From an optimization exercise on the open Yosys and OpenROAD flow, aimed at small area; shortcuts taken in it are not production practice.
The RTL was checked by simulation tests, not by an equivalence proof against the original design.
Power is estimated from default activity; no workload was simulated.

==> flow/design.v, too long to show whole: its modules and the start of the top module <==
// module fpga2: 2349 lines
module fpga2(
    input clk,
    input rst,
    input volUP,
    input volDOWN,
    input candy,
    input increase,
    input decrease,
    input open,
    input mute,
    input play,
    input mode,
    output audio_mclk,
    output audio_lrck,
    output audio_sck,
    output audio_sdin,
    output reg IA,
    output IB,
    output reg IIA,
    output IIB,
    output [3:0] DIGIT,
    output [6:0] DISPLAY
);
  // ...
==> flow/flow/run.sh <==
#!/bin/bash
# Own layout flow: the standard synthesis (unchanged), then an area
# re-mapping of its combinational logic with ABC (flip-flops untouched; a few
# randomised runs, the smallest kept, and proved equivalent to the standard
# netlist, else the standard netlist is used), then the standard ORFS steps
# from floorplan to finish with 1x port buffers and a clock tree of clkbuf_4
# without dummy loads. Each tool's output goes to its own log here.
set -euo pipefail
W=$PWD
R=$W/orfs/results/sky130hd/fpga2/base
YOSYS=$(command -v yosys || echo /OpenROAD-flow-scripts/tools/install/yosys/bin/yosys)
export LIBF=$FLOW_HOME/platforms/sky130hd/lib/sky130_fd_sc_hd__tt_025C_1v80.lib
export FLOW_TOP
DU=""
for c in $(sed -n '/DONT_USE_CELLS += /,/^#/p' $FLOW_HOME/platforms/sky130hd/config.mk | grep -o 'sky130_fd_sc_hd__[a-z0-9_]*'); do DU="$DU -dont_use $c"; done
export DONT_USE_ARGS="$DU"

bash standard.sh synth > log_synth_standard.txt 2>&1
cp $R/1_2_yosys.v $W/synth_standard.v

for S in 1 2 3 4; do
  printf 'strash\n&get -n\n&deepsyn -T 60 -S %s\n&put\ndch\namap\n' $S > $W/area_$S.abc
  ( IN_V=$W/synth_standard.v OUT_V=$W/synth_reopt_$S.v STAT_OUT=$W/reopt_stat_$S.txt \
    ABC_SCRIPT=$W/area_$S.abc ABC_CONSTR=$W/flow/abc.constr \
    timeout 900 $YOSYS -c flow/reopt.tcl > log_reopt_yosys_$S.txt 2>&1 || true ) &
done
wait

BEST=""; BA=""
for S in 1 2 3 4; do
  [ -s $W/synth_reopt_$S.v ] || continue
  A=$(grep "Chip area for module" $W/reopt_stat_$S.txt | awk '{print $NF}')
  if [ -z "$BA" ] || awk "BEGIN{exit !($A < $BA)}"; then BA=$A; BEST=$S; fi
done
echo "best reopt: $BEST area $BA" > reopt_choice.txt

if [ -n "$BEST" ] && GOLD_V=$W/synth_standard.v GATE_V=$W/synth_reopt_$BEST.v \
     timeout 900 $YOSYS -c flow/equiv.tcl > log_equiv_yosys.txt 2>&1; then
  echo "equivalence proved; using re-mapped netlist $BEST" >> reopt_choice.txt
  cp $W/synth_reopt_$BEST.v $R/1_2_yosys.v
  rm -f $R/1_synth.odb $R/1_synth.sdc
else
  echo "no proved re-mapped netlist; using the standard netlist" >> reopt_choice.txt
fi

bash standard.sh finish \
  "BUFFER_PORTS_ARGS=-buffer_cell sky130_fd_sc_hd__buf_1" \
  "CTS_ARGS=-sink_clustering_enable -repair_clock_nets -dont_use_dummy_load -buf_list sky130_fd_sc_hd__clkbuf_4" \
  > log_orfs_finish.txt 2>&1
==> flow/flow/abc.constr <==
set_driving_cell sky130_fd_sc_hd__buf_1
set_load 5
==> flow/flow/equiv.tcl <==
# Proves the re-mapped netlist equivalent to the standard synthesis netlist
# (registers matched by name; induction over the matched registers).
set lib $::env(LIBF)
yosys read_verilog $::env(GOLD_V)
yosys rename $::env(FLOW_TOP) gold
yosys read_verilog $::env(GATE_V)
yosys rename $::env(FLOW_TOP) gate
yosys read_liberty -ignore_miss_func $lib
yosys hierarchy -check
yosys flatten
yosys async2sync
yosys opt_clean
yosys equiv_make gold gate equiv
yosys hierarchy -top equiv
yosys equiv_simple -undef
yosys equiv_induct -undef
yosys equiv_status -assert
==> flow/flow/reopt.tcl <==
# Re-maps the combinational logic of the standard synthesis netlist for area
# (ABC with an area-oriented script). Flip-flops (names and cell types) and
# tie cells are kept exactly as the standard synthesis made them.
set lib $::env(LIBF)
yosys read_liberty -ignore_miss_func $lib
yosys read_verilog $::env(IN_V)
yosys hierarchy -top $::env(FLOW_TOP)
yosys blackbox sky130_fd_sc_hd__df* sky130_fd_sc_hd__edf* sky130_fd_sc_hd__conb_1
yosys flatten
yosys opt -purge
yosys abc -liberty $lib {*}$::env(DONT_USE_ARGS) -script $::env(ABC_SCRIPT) -constr $::env(ABC_CONSTR) -D 150000
yosys read_liberty -lib -overwrite -ignore_miss_func $lib
yosys opt_clean -purge
yosys splitnets
yosys opt_clean -purge
yosys hilomap -singleton -hicell sky130_fd_sc_hd__conb_1 HI -locell sky130_fd_sc_hd__conb_1 LO
yosys insbuf -buf sky130_fd_sc_hd__buf_4 A X
yosys tee -o $::env(STAT_OUT) stat -liberty $lib
yosys check -assert -mapped
yosys write_verilog -noattr -nohex -nodec $::env(OUT_V)
==> flow/standard.sh <==
#!/bin/bash
# synth_recipe.tcl (not shown) runs the flow's synth.tcl, then flattens the netlist and writes it again
# the make line also repeats each setting of config.mk as NAME=value (left out here)
make -C /OpenROAD-flow-scripts/flow DESIGN_CONFIG=/design/flow/config.mk WORK_HOME=/design/flow/orfs CLKGATE_MAP_FILE= SYNTH_SCRIPT=/design/flow/synth_recipe.tcl "${@:-finish}"
==> flow/config.mk <==
export PLATFORM = sky130hd
export DESIGN_NAME = fpga2
export DESIGN_NICKNAME = fpga2
export VERILOG_FILES = /design/flow/design.v
export SDC_FILE = /design/flow/constraint.sdc
export NUM_CORES = 4
export LEC_CHECK = 0
export ABC_AREA = 1
export CAP_MARGIN = 20
export CORE_MARGIN = 2
export CORE_UTILIZATION = 40
export SLEW_MARGIN = 20
export SYNTH_MEMORY_MAX_BITS = 65536
==> flow/constraint.sdc <==
create_clock -name core_clock -period 150.0 [get_ports {clk}]
set_input_delay 30.0000 -clock core_clock [delete_from_list [all_inputs] [get_ports {clk}]]
set_output_delay 30.0000 -clock core_clock [all_outputs]
set_load 0.01 [all_outputs]
==> flow_metrics.env, run 1 <==
export IMPL_grt_pass1_wl_um=21500
export IMPL_drcViolationCount=0
export IMPL_dpl_hpwl_um=9630
export IMPL_worst_slew_pin_slew_ns=0.838
export IMPL_path_depth=16
export IMPL_pre_cts_slack_ns=115.60
export IMPL_finalWorstSetupSlack_ns=116.09
export IMPL_slew_viol_final=0
export IMPL_largest_register="count"
export IMPL_die_area_sq_mm=0.0154
export IMPL_n_antenna_cell=1
export IMPL_fp_dieH_um=124
export IMPL_min_delay_path_class="reg2async"
export IMPL_core_area_sq_mm=0.0140
export IMPL_avgViaCountPerCell=5.37
export IMPL_clkCellAreaFrac=0.0207
export IMPL_synthCells=766
export IMPL_powerComb_mw=0.0121
export IMPL_num_fill_cells=1425
export IMPL_worst_ep_arrival_time_ns=34.24
export IMPL_min_period_ns=33.91
export IMPL_routed_wl_um=12800
export IMPL_power_mw=0.0666
export IMPL_design_area_sq_mm=0.00616
export IMPL_maxCapViolCount=0
export IMPL_outcome="finished clean"
export IMPL_numCtsBuffers=17
export IMPL_syn_area_per_cell_sq_um=7.55
export IMPL_relSlewSlack=0.441
export IMPL_finalHoldViolCount=0
export IMPL_cp_endpoint="cntR[2]$_SDFF_PP0_"
export IMPL_final_util=0.440
export IMPL_gp_congestion=0.888
export IMPL_grt_busiest_layer="met2"
export IMPL_placedCellCount=961
export IMPL_final_cell_mix="nor2_1, clkinv_1, dfxtp_1"
export IMPL_register_area_sq_mm=0.00256
export IMPL_routedLengthMet1_um=6250
export IMPL_crit_chain="buf_1, nand2_1, a221o_1, o21ai_0, clkinv_1, nor2_1, nor2_1, o21ai_0, nand2_1, nand2_1, o21ai_0, a211oi_1, o2111ai_1, nor4_1, or2_0, nor3_1"
export IMPL_rr_worst_depth=17
export IMPL_wl_per_cell_um=13.1
export IMPL_highest_layer="met4"
export IMPL_start_kind="primary input"
export IMPL_p_leak_nw=2.13
==> run 2, diff against run 1 <==
--- a/flow/design.v
+++ b/flow/design.v
@@ -2253,87 +2253,95 @@
             10'd1021: romR = 4'd5;
             10'd1022: romR = 4'd5;
             10'd1023: romR = 4'd11;
             default: romR = 4'd11;
         endcase
     end
     wire [3:0] idxL = play ? romL : 4'd8;
     wire [3:0] idxR = play ? romR : 4'd11;
-    reg [11:0] divL, divR;
+    reg [13:0] imgL, imgR;
     always @(*) begin
         case (idxL)
-            4'd0: divL = 12'd1896;
-            4'd1: divL = 12'd996;
-            4'd2: divL = 12'd2381;
-            4'd4: divL = 12'd2122;
-            4'd5: divL = 12'd1260;
-            4'd6: divL = 12'd1415;
-            4'd8: divL = 12'd1;
-            4'd9: divL = 12'd1183;
-            4'd10: divL = 12'd1587;
-            4'd13: divL = 12'd1055;
-            4'd15: divL = 12'd1683;
-            default: divL = 12'd1;
+            4'd0: imgL = 14'h2911;  
+            4'd1: imgL = 14'h1cb0;  
+            4'd2: imgL = 14'h1db0;  
+            4'd4: imgL = 14'h2c4f;  
+            4'd5: imgL = 14'h0c18;  
+            4'd6: imgL = 14'h0cce;  
+            4'd8: imgL = 14'h0e84;  
+            4'd9: imgL = 14'h1ff7;  
+            4'd10: imgL = 14'h29b4;  
+            4'd13: imgL = 14'h25e4;  
+            4'd15: imgL = 14'h2d90;  
+            default: imgL = 14'h0e84;
         endcase
     end
     always @(*) begin
         case (idxR)
-            4'd0: divR = 12'd235;
-            4'd1: divR = 12'd314;
-            4'd2: divR = 12'd332;
-            4'd3: divR = 12'd249;
-            4'd4: divR = 12'd209;
-            4'd5: divR = 12'd395;
-            4'd6: divR = 12'd176;
-            4'd7: divR = 12'd197;
-            4'd8: divR = 12'd279;
-            4'd9: divR = 12'd166;
-            4'd10: divR = 12'd295;
-            4'd11: divR = 12'd1;
-            4'd12: divR = 12'd221;
-            4'd13: divR = 12'd147;
-            4'd14: divR = 12'd352;
-            4'd15: divR = 12'd263;
-            default: divR = 12'd1;
+            4'd0: imgR = 14'h3515;  
+            4'd1: imgR = 14'h1340;  
+            4'd2: imgR = 14'h1db3;  
+            4'd3: imgR = 14'h34d0;  
+            4'd4: imgR = 14'h1741;  
+            4'd5: imgR = 14'h37b9;  
+            4'd6: imgR = 14'h1873;  
+            4'd7: imgR = 14'h2ba9;  
+            4'd8: imgR = 14'h241c;  
+            4'd9: imgR = 14'h1636;  
+            4'd10: imgR = 14'h2989;  
+            4'd11: imgR = 14'h04d2;  
+            4'd12: imgR = 14'h1941;  
+            4'd13: imgR = 14'h3c21;  
+            4'd14: imgR = 14'h015a;  
+            4'd15: imgR = 14'h2cc5;  
+            default: imgR = 14'h04d2;
         endcase
     end
-    reg [2:0] cur_vol;
+    localparam [13:0] NS0_L = 14'h2742;
+    function [13:0] nstepL(input [13:0] s);
+        nstepL = {s[12:0], s[13] ^ s[1] ^ s[6] ^ s[8] ^ (s[12:0] == 13'd0)};
+    endfunction
+    localparam [13:0] NS0_R = 14'h0269;
+    function [13:0] nstepR(input [13:0] s);
+        nstepR = {s[12:0], s[13] ^ s[2] ^ s[7] ^ s[12] ^ (s[12:0] == 13'd0)};
+    endfunction
+    reg [2:0] vol_u;
     always @(posedge clk) begin
         if (rst_pulse)
-            cur_vol <= 3'd3;
-        else if (volUP_pulse && !volDOWN_pulse && cur_vol != 3'd5)
-            cur_vol <= cur_vol + 3'd1;
-        else if (!volUP_pulse && volDOWN_pulse && cur_vol != 3'd0)
-            cur_vol <= cur_vol - 3'd1;
+            vol_u <= 3'd3;
+        else if (volUP_pulse && !volDOWN_pulse)
+            vol_u <= (vol_u == 3'd0) ? 3'd5 : (vol_u == 3'd1) ? 3'd1 : vol_u - 3'd1;
+        else if (!volUP_pulse && volDOWN_pulse)
+            vol_u <= (vol_u == 3'd5) ? 3'd0 : (vol_u == 3'd0) ? 3'd0 : vol_u + 3'd1;
     end
     reg [13:0] cntL, cntR;
     reg b_clk, c_clk;
-    wire hitL = (cntL == {2'b00, divL});
-    wire hitR = (cntR == {2'b00, divR});
+    wire hitL = (cntL == imgL);
+    wire hitR = (cntR == imgR);
     always @(posedge clk) begin
         if (rst_pulse) begin
-            cntL <= 14'd0;
-            cntR <= 14'd0;
+            cntL <= NS0_L;
+            cntR <= NS0_R;
             b_clk <= 1'b0;
             c_clk <= 1'b0;
         end else begin
-            cntL <= hitL ? 14'd0 : inc14(cntL);
-            cntR <= hitR ? 14'd0 : inc14(cntR);
+            cntL <= hitL ? NS0_L : nstepL(cntL);
+            cntR <= hitR ? NS0_R : nstepR(cntR);
             b_clk <= b_clk ^ hitL;
             c_clk <= c_clk ^ hitR;
         end
     end
     reg [2:0] s_u;
     reg s_silL, s_silR, s_posL, s_posR;
     always @(posedge clk or posedge rst_pulse) begin
         if (rst_pulse)
             s_u <= 3'd0;
         else if (load_tick)
-            s_u <= (mute || cur_vol == 3'd0) ? 3'd0 : 3'd6 - cur_vol;
+            s_u <= mute ? 3'd0 : vol_u;
     end
     always @(posedge clk) begin
         if (load_tick) begin
             s_silL <= (idxL == 4'd8);
             s_silR <= (idxR == 4'd11);
             s_posL <= b_clk;
             s_posR <= c_clk;
         end
--- a/flow/flow/run.sh
+++ b/flow/flow/run.sh
@@ -13,26 +13,28 @@
 export FLOW_TOP
 DU=""
 for c in $(sed -n '/DONT_USE_CELLS += /,/^#/p' $FLOW_HOME/platforms/sky130hd/config.mk | grep -o 'sky130_fd_sc_hd__[a-z0-9_]*'); do DU="$DU -dont_use $c"; done
 export DONT_USE_ARGS="$DU"
 
 bash standard.sh synth > log_synth_standard.txt 2>&1
 cp $R/1_2_yosys.v $W/synth_standard.v
 
-for S in 1 2 3 4; do
-  printf 'strash\n&get -n\n&deepsyn -T 60 -S %s\n&put\ndch\namap\n' $S > $W/area_$S.abc
-  ( IN_V=$W/synth_standard.v OUT_V=$W/synth_reopt_$S.v STAT_OUT=$W/reopt_stat_$S.txt \
-    ABC_SCRIPT=$W/area_$S.abc ABC_CONSTR=$W/flow/abc.constr \
-    timeout 900 $YOSYS -c flow/reopt.tcl > log_reopt_yosys_$S.txt 2>&1 || true ) &
+for B in 0 4; do
+  for S in $((B+1)) $((B+2)) $((B+3)) $((B+4)); do
+    printf 'strash\n&get -n\n&deepsyn -T 60 -S %s\n&put\ndch\namap\n' $S > $W/area_$S.abc
+    ( IN_V=$W/synth_standard.v OUT_V=$W/synth_reopt_$S.v STAT_OUT=$W/reopt_stat_$S.txt \
+      ABC_SCRIPT=$W/area_$S.abc ABC_CONSTR=$W/flow/abc.constr \
+      timeout 900 $YOSYS -c flow/reopt.tcl > log_reopt_yosys_$S.txt 2>&1 || true ) &
+  done
+  wait
 done
-wait
 
 BEST=""; BA=""
-for S in 1 2 3 4; do
+for S in 1 2 3 4 5 6 7 8; do
   [ -s $W/synth_reopt_$S.v ] || continue
   A=$(grep "Chip area for module" $W/reopt_stat_$S.txt | awk '{print $NF}')
   if [ -z "$BA" ] || awk "BEGIN{exit !($A < $BA)}"; then BA=$A; BEST=$S; fi
 done
 echo "best reopt: $BEST area $BA" > reopt_choice.txt
 
 if [ -n "$BEST" ] && GOLD_V=$W/synth_standard.v GATE_V=$W/synth_reopt_$BEST.v \
      timeout 900 $YOSYS -c flow/equiv.tcl > log_equiv_yosys.txt 2>&1; then
==> flow/config.mk (replaced) <==
export PLATFORM = sky130hd
export DESIGN_NAME = fpga2
export DESIGN_NICKNAME = fpga2
export VERILOG_FILES = /design/flow/design.v
export SDC_FILE = /design/flow/constraint.sdc
export NUM_CORES = 4
export LEC_CHECK = 0
export ABC_AREA = 1
export CAP_MARGIN = 20
export CORE_MARGIN = 2
export CORE_UTILIZATION = 55
export SLEW_MARGIN = 20
export SYNTH_MEMORY_MAX_BITS = 65536
==> run 2 against run 1 <==
Net effect:
- still clean on timing, DRC and antenna
- critical path depth increased by 1
- maximum frequency increased by 0.35%
- non-clock buffer count increased by 1
- critical path type unchanged
- critical endpoint is now cntR[9]$_SDFF_PP1_
- largest cell class unchanged
==> flow_metrics.env, run 2 <==
export IMPL_rsz0062_at_grt="false"
export IMPL_relSlewSlack=0.367
export IMPL_synthCells=767
export IMPL_cts_resized=0
export IMPL_fmax_mhz=29.6
export IMPL_wl_per_cell_um=13.6
export IMPL_fin_cells=936
export IMPL_crit_path_max_fanout=12
export IMPL_drt_iter0_drc=410
export IMPL_drive_above_1_share=0.0238
export IMPL_syn2layout_area_growth_pct=5.52
export IMPL_layout_nets=813
export IMPL_num_rows=37
export IMPL_fin_skew_ns=0.0323
export IMPL_p_per_area_mw_per_mm2=12.0
export IMPL_crit_slowest_cell="o32ai_1"
export IMPL_cts_root_buf="clkbuf_4"
export IMPL_syn_area_per_cell_sq_um=7.57
export IMPL_cp_startpoint="candy"
export IMPL_worst_slew_pin_slew_ns=0.940
export IMPL_dpl_hpwl_um=9620
export IMPL_cp_slowest_stage_delay_ns=0.75
export IMPL_holdBufCountCts=0
export IMPL_largest_register="count"
export IMPL_insertion_delay_ns=0.54
export IMPL_h_tree_depth=4
export IMPL_ant_nets=0
export IMPL_synthesis_area_sq_mm=0.00581
export IMPL_routed_wl_um=12800
export IMPL_worst_ep_arrival_time_ns=34.24
export IMPL_die_area_sq_mm=0.0114
export IMPL_crit_top_cell="clkinv_1"
export IMPL_gp_congestion=0.946
export IMPL_cts_tree="done"
export IMPL_final_cell_mix="nor2_1, clkinv_1, dfxtp_1"
export IMPL_min_delay_path_class="reg2async"
export IMPL_slew_viol_final=0
export IMPL_routedLengthMet1_um=5930
export IMPL_outcome="finished clean"
export IMPL_crit_buf_inv=5
export IMPL_min_period_ns=33.79
export IMPL_finalWorstSetupSlack_ns=116.21
export IMPL_register_area_sq_mm=0.00256
export IMPL_setup_tns_ns=0
export IMPL_cts_sinks=118
export IMPL_crit_chain="buf_1, clkinv_1, o21ai_0, o32ai_1, clkinv_1, o22ai_1, nor2_1, nor3_1, clkinv_1, a21oi_1, a21oi_1, nor4_1, o21ai_0, nor4_1, nor2_1, clkinv_1, or2_0"
export IMPL_numCtsBuffers=17
export IMPL_fp_dieH_um=107
export IMPL_first_pass_iters=6
export IMPL_setup_violations=0
export IMPL_grt_pass1_vias=4989
export IMPL_final_common_cell="nor2_1"
export IMPL_dr_total_vias=5409
export IMPL_maxCapViolCount=0
export IMPL_drcViolationCount=0
export IMPL_grt_overflow_total=0
export IMPL_grt_pass1_wl_um=22000
export IMPL_clk_pin_slew_ns=0.10
export IMPL_critPathTopFamily="compound AO/OA/AOI/OAI gates"
export IMPL_met3WireLength_um=748
export IMPL_start_util=0.565
export IMPL_multi_input_area_sq_mm=0.00273
export IMPL_p_leak_nw=2.09
export IMPL_avgViaCountPerCell=5.78
export IMPL_max_vdd_ir_drop_mv=0.00981
export IMPL_port_buffers=25
export IMPL_pre_cts_slack_ns=115.80
export IMPL_crit_required_ns=150.45
export IMPL_track_usage=0.240
export IMPL_met2_wirelength_um=5760
export IMPL_cts_max_path_buffers=2
export IMPL_die_w_um=107
export IMPL_core_area_sq_mm=0.0103
export IMPL_placedCellCount=919
export IMPL_finalCritPeriodShare=0.225
export IMPL_grt_max_degree=25
export IMPL_n_antenna_cell=0
export IMPL_finalHoldViolCount=0
export IMPL_start_kind="primary input"
export IMPL_cts_setup_buffers=0
export IMPL_r2r_start="ibeat[4]$_SDFFE_PP0N_"
export IMPL_antenna_found_initial=0
export IMPL_num_fill_cells=954
export IMPL_num_io_pins=30
export IMPL_largest_reg_flops=24
export IMPL_synth_warnings=1
export IMPL_worstSetupPathType="in2reg"
export IMPL_highest_layer="met4"
export IMPL_setup_worst_path_end_class="flip-flop"
-- run 2: per-layer routing --
metal,vias to the layer above,GRT usage
met5,-,0
met4,0,0.122
met3,36,0.0578
met2,181,0.385
met1,2467,0.304
li1,2725,-
-- run 2: final cells by class --
type | instances | share of cell area
Clock buffer | 17 | 0.0208
Tap cell | 136 | 0.0278
Timing Repair Buffer | 27 | 0.0178
Multi-Input combinational cell | 523 | 0.445
Inverter | 115 | 0.0705
Sequential cell | 118 | 0.418
-- run 2: path summary, 6_finish.rpt --
check,to,slack (ns),cells after the start
max,cntR[9]$_SDFF_PP1_,116.21,17
min,IIA$_DFF_PP0_,0.37,2
max reg2reg,cntR[9]$_SDFF_PP1_,144.49,19
min reg2reg,IIA$_DFF_PP0_,0.37,2
max in group asynchronous,curcandy_num[3]$_DFFE_PP0P_,120.49,2
min in group core_clock,cntL[3]$_SDFF_PP0_,0.45,2
-- run 2: per-stage QoR --
step	instance area, sq um	power [mW]	utilization	hold WS (ns)
floorplan	5810	0.0542	-	0.248
global placement	6000	0.0581	0.584	0.402
detailed placement	6000	0.0588	0.584	0.407
CTS	6130	0.0736	0.596	0.388
global route	6130	0.0781	0.596	0.416
finish	6130	0.0732	0.596	0.371
-- run 2: worst min-delay path: stages (launching register included) --
cell and delay (ns):
dfxtp_1 0.41, clkinv_1 0.10, buf_4 0.29
-- run 2: power breakdown --
group	internal, mW	switching (mW)
Sequential	0.0368	0.00487
Combinational	0.00695	0.00980
Clock	0.00515	0.00964
==> run 3, diff against run 2 <==
--- a/flow/config.mk
+++ b/flow/config.mk
@@ -8,6 +8,6 @@
 export ABC_AREA = 1
 export CAP_MARGIN = 20
 export CORE_MARGIN = 2
-export CORE_UTILIZATION = 55
+export CORE_UTILIZATION = 40
 export SLEW_MARGIN = 20
 export SYNTH_MEMORY_MAX_BITS = 65536
==> run 3 against run 2 <==
Net effect:
- maximum frequency down 1.3%
- hold slack better by 0.029 ns
- flip-flop and latch count unchanged
- routed wire length up 7.8%
- utilization down 16 points
- largest cell class unchanged
- largest power group unchanged
- sequential share of layout area about the same
- critical path depth down 2
- sequential power up 4.8%
- critical path type unchanged
- register-to-register slack worse by 0.31 ns
- die area up 34%
- still clean on timing, DRC and antenna
==> flow_metrics.env, run 3 <==
export IMPL_cts_sinks=118
export IMPL_setup_violations=0
export IMPL_max_vdd_ir_drop_mv=0.00771
export IMPL_crit_required_ns=150.37
export IMPL_first_pass_iters=5
export IMPL_die_w_um=124
export IMPL_finalCritPeriodShare=0.228
export IMPL_largest_reg_flops=24
export IMPL_grt_max_degree=38
export IMPL_num_rows=43
export IMPL_grt_overflow_total=0
export IMPL_setup_worst_path_end_class="flip-flop"
export IMPL_start_util=0.412
export IMPL_n_antenna_cell=0
export IMPL_holdWs_ns=0.400
export IMPL_port_buffers=25
export IMPL_synth_warnings=1
export IMPL_finalHoldViolCount=0
export IMPL_drcViolationCount=0
export IMPL_worst_ep_arrival_time_ns=34.59
export IMPL_dpl_hpwl_um=10400
export IMPL_cts_max_path_buffers=2
export IMPL_numCtsBuffers=17
export IMPL_cts_resized=0
export IMPL_final_common_cell="nor2_1"
export IMPL_start_kind="primary input"
export IMPL_worst_slew_pin_slew_ns=0.970
export IMPL_clk_pin_slew_ns=0.10
export IMPL_holdBufCountCts=0
export IMPL_rsz0062_at_grt="false"
export IMPL_routed_wl_um=13800
export IMPL_synthesis_area_sq_mm=0.00574
export IMPL_fmax_mhz=29.2
export IMPL_ant_nets=0
export IMPL_die_area_sq_mm=0.0153
export IMPL_min_period_ns=34.22
export IMPL_num_io_pins=30
export IMPL_core_area_sq_mm=0.0139
export IMPL_drt_iter0_drc=354
export IMPL_crit_path_max_fanout=6
export IMPL_setup_tns_ns=0
export IMPL_cts_setup_buffers=0
export IMPL_antenna_found_initial=0
export IMPL_syn_area_per_cell_sq_um=7.52
export IMPL_finalWorstSetupSlack_ns=115.78
export IMPL_outcome="finished clean"
export IMPL_track_usage=0.184
export IMPL_grt_pass1_vias=4978
export IMPL_drive_above_1_share=0.0251
export IMPL_relSlewSlack=0.346
export IMPL_largest_register="count"
export IMPL_p_leak_nw=2.14
export IMPL_p_per_area_mw_per_mm2=12.9
export IMPL_wl_per_cell_um=14.1
export IMPL_insertion_delay_ns=0.51
export IMPL_min_delay_path_class="reg2async"
export IMPL_pre_cts_slack_ns=115.31
export IMPL_avgViaCountPerCell=5.53
export IMPL_maxCapViolCount=0
export IMPL_layout_nets=810
export IMPL_cts_root_buf="clkbuf_4"
export IMPL_dr_total_vias=5402
export IMPL_fp_dieH_um=124
export IMPL_synthCells=763
export IMPL_syn2layout_area_growth_pct=6.67
export IMPL_final_cell_mix="nor2_1, clkinv_1, dfxtp_1"
export IMPL_h_tree_depth=4
export IMPL_power_mw=0.0790
export IMPL_fin_skew_ns=0.0366
export IMPL_cts_tree="done"
export IMPL_slew_viol_final=0
export IMPL_worstSetupPathType="in2reg"
export IMPL_grt_pass1_wl_um=22400
export IMPL_gp_congestion=0.941
==> run 3: cell count changes in the layout (fill, tap and decap cells not counted), moves of 6 or more <==
cell / delta
o21ai_0: +22
nand2_1: +19
a21oi_1: -11
nor2_1: -9
nor3b_1: -9
or2_0: -7
a31oi_1: +6
nand3_1: +6
==> run 3: critical path, cell delays in order <==
cell and delay, ns:
buf_1 0.24, clkinv_1 0.33, a311oi_1 0.54, nand2_1 0.12, o21ai_0 0.17, a21oi_1 0.07, o21ai_0 0.54, nor2_1 0.20
o32ai_1 0.20, o221ai_1 0.17, or4_1 0.52, nor4_1 0.79, clkinv_1 0.36, nand2_1 0.27, nor2_1 0.07
==> run 3: stage by stage <==
step                utilization  cell area, sq um  cells
CTS                       0.439              6120    977
finish                    0.439              6120    977
detailed placement        0.430              5990    960
global placement          0.430              5990    960
global route              0.439              6120    977
floorplan                     -              5740    764
==> run 3: cell type report <==
class / count / area [sq um]
fill: 1438 / 7810
multi-input combinational: 522 / 2670
sequential: 118 / 2560
inverter: 112 / 420
tap: 180 / 225
clock buffer: 17 / 128
timing repair buffer: 28 / 116
==> run 3: path summary, 6_finish.rpt <==
kind                       slack [ns]                     endpoint             startpoint  cells after the start
setup / recovery               115.78          cntL[12]$_SDFF_PP0_                  candy                     15
hold / removal                   0.40            cnt[10]$_DFF_PP0_      rst_pulse$_DFF_P_                      2
setup reg to reg               144.18           cntR[8]$_SDFF_PP0_  ibeat[5]$_SDFFE_PP0N_                     19
hold reg to reg                  0.40            cnt[10]$_DFF_PP0_      rst_pulse$_DFF_P_                      2
max in group asynchronous      120.46  curcandy_num[0]$_DFFE_PP0P_                    rst                      2
min in group core_clock          0.44          cntR[10]$_SDFF_PP0_     cntR[9]$_SDFF_PP1_                      2
==> run 3: layer usage <==
| metal | vias up | GRT usage | share of wire |
|---|---|---|---|
| li1 | 2721 | - | - |
| met1 | 2483 | 0.237 | 0.47 |
| met2 | 177 | 0.297 | 0.46 |
| met3 | 21 | 0.0444 | 0.063 |
| met4 | 0 | 0.0739 | 0.013 |
| met5 | - | 0 | 0 |
==> run 3: power by group <==
part / total (mW) / switching, mW / internal [mW]
combinational: 0.0204 / 0.0123 / 0.00804
clock: 0.0149 / 0.00972 / 0.00517
sequential: 0.0437 / 0.00609 / 0.0376
total: 0.0790 / 0.0282 / 0.0508
==> run 4, diff against run 3 <==
--- a/flow/flow/run.sh
+++ b/flow/flow/run.sh
@@ -1,8 +1,8 @@
 #!/bin/bash
 # Own layout flow: the standard synthesis (unchanged), then an area
-# re-mapping of its combinational logic with ABC (flip-flops untouched; a few
-# randomised runs, the smallest kept, and proved equivalent to the standard
-# netlist, else the standard netlist is used), then the standard ORFS steps
+# re-mapping of its combinational logic with ABC (flip-flops untouched; 12
+# randomised deepsyn runs, 4 at a time, the smallest kept and proved
+# equivalent to the standard netlist, else the standard netlist is used), then the standard ORFS steps
 # from floorplan to finish with 1x port buffers and a clock tree of clkbuf_4
 # without dummy loads. Each tool's output goes to its own log here.
 set -euo pipefail
@@ -18,7 +18,7 @@
 bash standard.sh synth > log_synth_standard.txt 2>&1
 cp $R/1_2_yosys.v $W/synth_standard.v
 
-for B in 0 4; do
+for B in 0 4 8; do
   for S in $((B+1)) $((B+2)) $((B+3)) $((B+4)); do
     printf 'strash\n&get -n\n&deepsyn -T 60 -S %s\n&put\ndch\namap\n' $S > $W/area_$S.abc
     ( IN_V=$W/synth_standard.v OUT_V=$W/synth_reopt_$S.v STAT_OUT=$W/reopt_stat_$S.txt \
@@ -29,7 +29,7 @@
 done
 
 BEST=""; BA=""
-for S in 1 2 3 4 5 6 7 8; do
+for S in 1 2 3 4 5 6 7 8 9 10 11 12; do
   [ -s $W/synth_reopt_$S.v ] || continue
   A=$(grep "Chip area for module" $W/reopt_stat_$S.txt | awk '{print $NF}')
   if [ -z "$BA" ] || awk "BEGIN{exit !($A < $BA)}"; then BA=$A; BEST=$S; fi
--- a/flow/config.mk
+++ b/flow/config.mk
@@ -8,6 +8,6 @@
 export ABC_AREA = 1
 export CAP_MARGIN = 20
 export CORE_MARGIN = 2
-export CORE_UTILIZATION = 40
+export CORE_UTILIZATION = 55
 export SLEW_MARGIN = 20
 export SYNTH_MEMORY_MAX_BITS = 65536
==> run 4 against run 3 <==
Net effect:
- global-route usage up 5.9 points
- non-clock buffer count did not move
- critical path type unchanged
- clock power about the same
- via count grew 0.78%
==> flow_metrics.env, run 4 <==
export IMPL_worst_ep_arrival_time_ns=34.65
export IMPL_synthCells=763
export IMPL_drcViolationCount=0
export IMPL_layout_nets=810
export IMPL_num_rows=37
export IMPL_synthesis_area_sq_mm=0.00574
export IMPL_routed_wl_um=13100
export IMPL_num_io_pins=30
export IMPL_power_frac_seq=0.554
export IMPL_finalHoldViolCount=0
export IMPL_final_common_cell="nor2_1"
export IMPL_die_w_um=106
export IMPL_dpl_instance_area_sq_mm=0.00594
export IMPL_cts_root_buf="clkbuf_4"
export IMPL_die_area_sq_mm=0.0113
export IMPL_setup_worst_path_end_class="flip-flop"
export IMPL_clk_pin_slew_ns=0.10
export IMPL_port_buffers=25
export IMPL_worst_slew_pin_slew_ns=0.962
export IMPL_design_area_sq_mm=0.00607
export IMPL_min_period_ns=34.28
export IMPL_fin_skew_ns=0.0280
export IMPL_avgViaCountPerCell=5.83
export IMPL_worstSetupPathType="in2reg"
export IMPL_cts_setup_buffers=0
export IMPL_drive_above_1_share=0.0251
export IMPL_r2r_start="ibeat[6]$_SDFFE_PP0N_"
export IMPL_crit_buf_inv=3
export IMPL_syn2layout_area_growth_pct=5.71
export IMPL_critPathTopFamily="simple AND/OR/NAND/NOR gates"
export IMPL_finalCritPeriodShare=0.229
export IMPL_grt_pass1_vias=4967
export IMPL_rr_worst_depth=19
export IMPL_max_vdd_ir_drop_mv=0.00919
export IMPL_holdWs_ns=0.409
export IMPL_n_antenna_cell=0
export IMPL_p_switching_mw=0.0276
export IMPL_path_depth=15
export IMPL_gp_congestion=1.00
export IMPL_relSlewSlack=0.353
export IMPL_track_usage=0.244
export IMPL_crit_chain="buf_1, clkinv_1, a311oi_1, nand2_1, o21ai_0, a21oi_1, o21ai_0, nor2_1, o32ai_1, o221ai_1, or4_1, nor4_1, clkinv_1, nand2_1, a211oi_1"
export IMPL_insertion_delay_ns=0.50
export IMPL_drt_iter0_drc=384
export IMPL_grt_overflow_total=0
export IMPL_largest_reg_flops=24
export IMPL_first_pass_iters=5
export IMPL_p_per_area_mw_per_mm2=12.9
export IMPL_cp_slowest_stage_delay_ns=0.84
export IMPL_num_fill_cells=947
export IMPL_grt_max_degree=38
export IMPL_numCtsBuffers=17
export IMPL_crit_required_ns=150.37
export IMPL_fp_dieH_um=106
export IMPL_cts_tree="done"
export IMPL_finalWorstSetupSlack_ns=115.72
export IMPL_crit_slowest_cell="nor4_1"
export IMPL_worst_r2r_endpoint="cntR[8]$_SDFF_PP0_"
export IMPL_pre_cts_slack_ns=115.25
export IMPL_rsz0062_at_grt="false"
export IMPL_largest_register="count"
export IMPL_fmax_mhz=29.2
export IMPL_dr_total_vias=5444
export IMPL_antenna_found_initial=0
export IMPL_setup_tns_ns=0
export IMPL_wl_per_cell_um=14.0
export IMPL_cts_max_path_buffers=2
export IMPL_crit_path_max_fanout=6
export IMPL_h_tree_depth=4
export IMPL_ant_nets=0
export IMPL_cp_startpoint="candy"
export IMPL_setup_violations=0
export IMPL_start_util=0.561
export IMPL_p_int_mw=0.0508
export IMPL_maxCapViolCount=0
export IMPL_start_kind="primary input"
export IMPL_syn_area_per_cell_sq_um=7.52
export IMPL_rrSetupSlack_ns=144.41
export IMPL_holdBufCountCts=0
export IMPL_cts_resized=0
export IMPL_pwr_share_clk=0.190
export IMPL_synth_warnings=1
export IMPL_min_delay_path_class="reg2async"
export IMPL_core_area_sq_mm=0.0102
export IMPL_grt_pass1_wl_um=22300
export IMPL_combPwrFrac=0.256
export IMPL_slew_viol_final=0
export IMPL_p_leak_nw=2.14
export IMPL_dpl_hpwl_um=9700
export IMPL_cts_sinks=118
export IMPL_power_mw=0.0784
export IMPL_p_sw_frac=0.352
export IMPL_outcome="finished clean"
export IMPL_final_cell_mix="nor2_1, clkinv_1, dfxtp_1"
-- run 4: cell counts in the layout (fill, tap and decap cells not counted) --
No cell type changed its count.
-- run 4: worst max path at each step --
stage                     endpoint
6_report        cntL[0]$_SDFF_PP0_
5_1_grt        cntL[11]$_SDFF_PP0_
4_1_cts         cntL[0]$_SDFF_PP0_
3_5_place_dp    cntL[0]$_SDFF_PP0_
3_3_place_gp    cntL[0]$_SDFF_PP0_
2_1_floorplan   cntL[0]$_SDFF_PP0_
-- run 4: power groups by stage --
stage                     logic (mW)  registers [mW]  clock network (mW)
after floorplan               0.0158          0.0423                   0
after global placement        0.0194          0.0440                   0
after detailed placement      0.0197          0.0440                   0
after CTS                     0.0198          0.0434              0.0156
after global routing          0.0226          0.0444              0.0167
final                         0.0201          0.0435              0.0149
-- run 4: cell type report --
| type | count | area [sq um] | share of cell area |
|---|---|---|---|
| clock buffers | 17 | 128 | 0.0210 |
| inverters | 112 | 420 | 0.0693 |
| multi-input cells | 522 | 2670 | 0.440 |
| flip-flops and latches | 118 | 2560 | 0.422 |
| well taps | 136 | 170 | 0.0280 |
| repair buffers | 28 | 116 | 0.0192 |
-- run 4: tightest hold or removal path, cell delays in order, from the launching register on --
cell	delay (ns)
dfxtp_1	0.38
clkinv_1	0.09
buf_4	0.41
-- run 4: metrics by stage --
| stage | instances | util |
|---|---|---|
| after floorplan | 764 | - |
| after global placement | 916 | 0.581 |
| after detailed placement | 916 | 0.581 |
| after CTS | 933 | 0.593 |
| after global routing | 933 | 0.593 |
| final | 933 | 0.593 |
-- run 4: per-layer routing --
layer  track usage  part of all wire  up-vias  routed length, um
met4        0.0996             0.018        0                235
met3        0.0601             0.069       25                903
li1              -                 -     2720                  -
met5             0                 0        -                  0
met2         0.375              0.44      231               5790
met1         0.330              0.47     2468               6150

==> what the ideal ports hide <==
How much do the figures lean on ideal ports? The routed layouts below were timed once more, with nothing changed but the port constraints.
Step 1, drivers: a clkbuf_16 drives clk and a buf_2 each remaining input, both assumed.
Step 2 also shifts input and output timing later by t, the mid clock arrival at the registers, as if the neighbouring blocks saw the same clock.
Slacks: ideal / step 1 / step 2; pairs: ideal / step 1.
run | t (ns) | setup slack, ns | worst setup path after step 2 | worst slew at a driven data input, ns | cell pins on the clock port's net
run 1 | 0.522 | 116.092 / 116.103 / 115.581 | input to register | 0.04 | 1
run 2 | 0.552 | 116.210 / 116.224 / 115.672 | input to register | 0.03 | 1
run 3 | 0.531 | 115.776 / 115.790 / 115.259 | input to register | 0.04 | 1
run 4 | 0.519 | 115.717 / 115.726 / 115.207 | input to register | 0.05 | 1
After both steps setup and hold are still met in every run listed. For run 2, which loses most, drivers alone change the setup slack by +0.014 ns; drivers and shift together by -0.538 ns.
